Source: an optimization exercise on an open RTL-to-GDS flow (aim: small area). Production flows keep margins and buffers that such runs may drop. The RTL was checked by simulation tests, not by an equivalence proof against the original design. Power figures rest on the tool's default switching activity, not on a simulated workload.

Design Microprocessor, start of the top module:
module Microprocessor(
    input oscillator,
    input reset,
    input [7:0] instruction,
    output [6:0] seg1,
    output [6:0] seg2,
    output [6:0] seg3,
    output [6:0] seg4,
    output [7:0] PC
);
Settings: LEC_CHECK=0, ABC_AREA=1, CAP_MARGIN=5, CORE_MARGIN=2, CORE_UTILIZATION=45, GPL_TIMING_DRIVEN=0, SLEW_MARGIN=5; clock period 10.0 ns.
standard.sh (not shown) runs the stock make flow with config.mk's settings and CLKGATE_MAP_FILE= SYNTH_SCRIPT=/design/flow/synth_recipe.tcl, a recipe that flattens the netlist after the stock synthesis.
==> flow/flow/run.sh <==
#!/bin/bash
# Own layout flow: the standard synthesis, then the combinational logic
# is rebuilt from a structural netlist (gen.py: memory, register file, read
# multiplexers, index decode and adders as sky130hd cells, the seven-segment
# decoders from seg7.v/seg7f.v, the remaining small decoders mapped by
# Yosys/ABC with an area script; map.sh). The registers keep the standard
# synthesis's names and cell types. The rest is the standard layout,
# with port buffers of buf_1 and a clock tree of clkbuf_4 without dummy loads.
# Each tool's output goes to its own log here (std_synth.log, gen.log,
# map.log, layout.log; ORFS's own logs under orfs/logs).
set -euo pipefail
cd "$(dirname "$0")/.."
W=$PWD
R=$W/orfs/results/${FLOW_PLATFORM:-sky130hd}/Microprocessor/base

bash standard.sh synth > $W/std_synth.log 2>&1
cp $R/1_2_yosys.v $W/std_1_2_yosys.v
python3 flow/gen.py $W/std_1_2_yosys.v $W/hand.v > $W/gen.log 2>&1
bash flow/map.sh $W/hand.v $W/mapped.v $W/map.log
cp $W/mapped.v $R/1_2_yosys.v
rm -f $R/1_synth.odb

bash standard.sh \
  "BUFFER_PORTS_ARGS=-buffer_cell sky130_fd_sc_hd__buf_1" \
  "CTS_ARGS=-sink_clustering_enable -repair_clock_nets -dont_use_dummy_load -buf_list sky130_fd_sc_hd__clkbuf_2 -sink_clustering_size 6 -sink_clustering_max_diameter 30" \
  finish > $W/layout.log 2>&1
Other scripts of this flow, unchanged in this note and not shown: flow/flow/area.abc, flow/flow/gen.py, flow/flow/map.sh, flow/flow/map.ys, flow/flow/seg7.v, flow/flow/seg7f.v
The first run completed without violations.
Edit:
==> flow/flow/run.sh (replaced) <==
#!/bin/bash
# Own layout flow: the standard synthesis, then the combinational logic
# is rebuilt from a structural netlist (gen.py: memory, register file, read
# multiplexers and adders as hand-placed sky130hd cells; the small decoders
# mapped by Yosys/ABC with an area script). The registers keep the standard
# synthesis's names and cell types. The rest is the standard layout,
# with port buffers of buf_1 and a clock tree without dummy loads.
set -euo pipefail
cd "$(dirname "$0")/.."
W=$PWD
R=$W/orfs/results/${FLOW_PLATFORM:-sky130hd}/Microprocessor/base

bash standard.sh synth > $W/std_synth.log 2>&1
cp $R/1_2_yosys.v $W/std_1_2_yosys.v
python3 flow/gen.py $W/std_1_2_yosys.v $W/hand.v > $W/gen.log 2>&1
bash flow/map.sh $W/hand.v $W/mapped.v $W/map.log
cp $W/mapped.v $R/1_2_yosys.v
rm -f $R/1_synth.odb

bash standard.sh \
  "BUFFER_PORTS_ARGS=-buffer_cell sky130_fd_sc_hd__buf_1" \
  "CTS_ARGS=-sink_clustering_enable -repair_clock_nets -dont_use_dummy_load -buf_list sky130_fd_sc_hd__clkbuf_4 -sink_clustering_size 10 -sink_clustering_max_diameter 40" \
  finish > $W/layout.log 2>&1
Result: Wire length decreases slightly; sequential power is about the same; register-to-register slack hardly moves.
Edit:
--- a/flow/flow/run.sh
+++ b/flow/flow/run.sh
@@ -3,6 +3,9 @@
 # is rebuilt from a structural netlist (gen.py: memory, register file, read
-# multiplexers and adders as hand-placed sky130hd cells; the small decoders
-# mapped by Yosys/ABC with an area script). The registers keep the standard
+# multiplexers, index decode and adders as sky130hd cells, the seven-segment
+# decoders from seg7.v/seg7f.v, the remaining small decoders mapped by
+# Yosys/ABC with an area script; map.sh). The registers keep the standard
 # synthesis's names and cell types. The rest is the standard layout,
-# with port buffers of buf_1 and a clock tree without dummy loads.
+# with port buffers of buf_1 and a clock tree of clkbuf_4 without dummy loads.
+# Each tool's output goes to its own log here (std_synth.log, gen.log,
+# map.log, layout.log; ORFS's own logs under orfs/logs).
 set -euo pipefail
Effect:
- The new run produced a clean layout
- total power does not change
- wire length is unchanged
- worst setup slack does not change
- utilization is unchanged
- non-clock buffer count is unchanged
- synthesized cell count is unchanged
- sequential power is about the same
- first-iteration DRC count does not change

==> port drivers added, routing unchanged <==
The results above use ideal ports. As a check the final layouts listed here were re-extracted and re-timed, cells and wires unchanged. Step 1: set_driving_cell puts a clkbuf_16 on oscillator and a buf_2 on each other input, an assumption about the parent block. Step 2, shift: input delay + t, output delay - t, t = (earliest + latest rising clock arrival at the registers) / 2. This alone moves slack from input paths to output paths. Three values: ideal ports, drivers, drivers and shift; two values: the first two.
| run | t, ns | slack for setup (ns) | latest minus earliest clock arrival (ns) | slew at the worst register clock pin (ns) | pins driven straight from the clock port |
|---|---|---|---|---|---|
| the first run | 0.836 | 0.328 / 0.300 / 0.300 | 0.118 / 0.118 | 0.11 / 0.11 | 1 |
| the second run | 0.693 | 0.362 / 0.336 / 0.336 | 0.067 / 0.066 | 0.11 / 0.11 | 1 |
| the third run | 0.693 | 0.362 / 0.336 / 0.336 | 0.067 / 0.066 | 0.11 / 0.11 | 1 |
After both steps setup and hold are still met in every run listed. The setup slack of the first run, which loses most, moves by -0.028 ns with the drivers and by -0.028 ns with both steps.
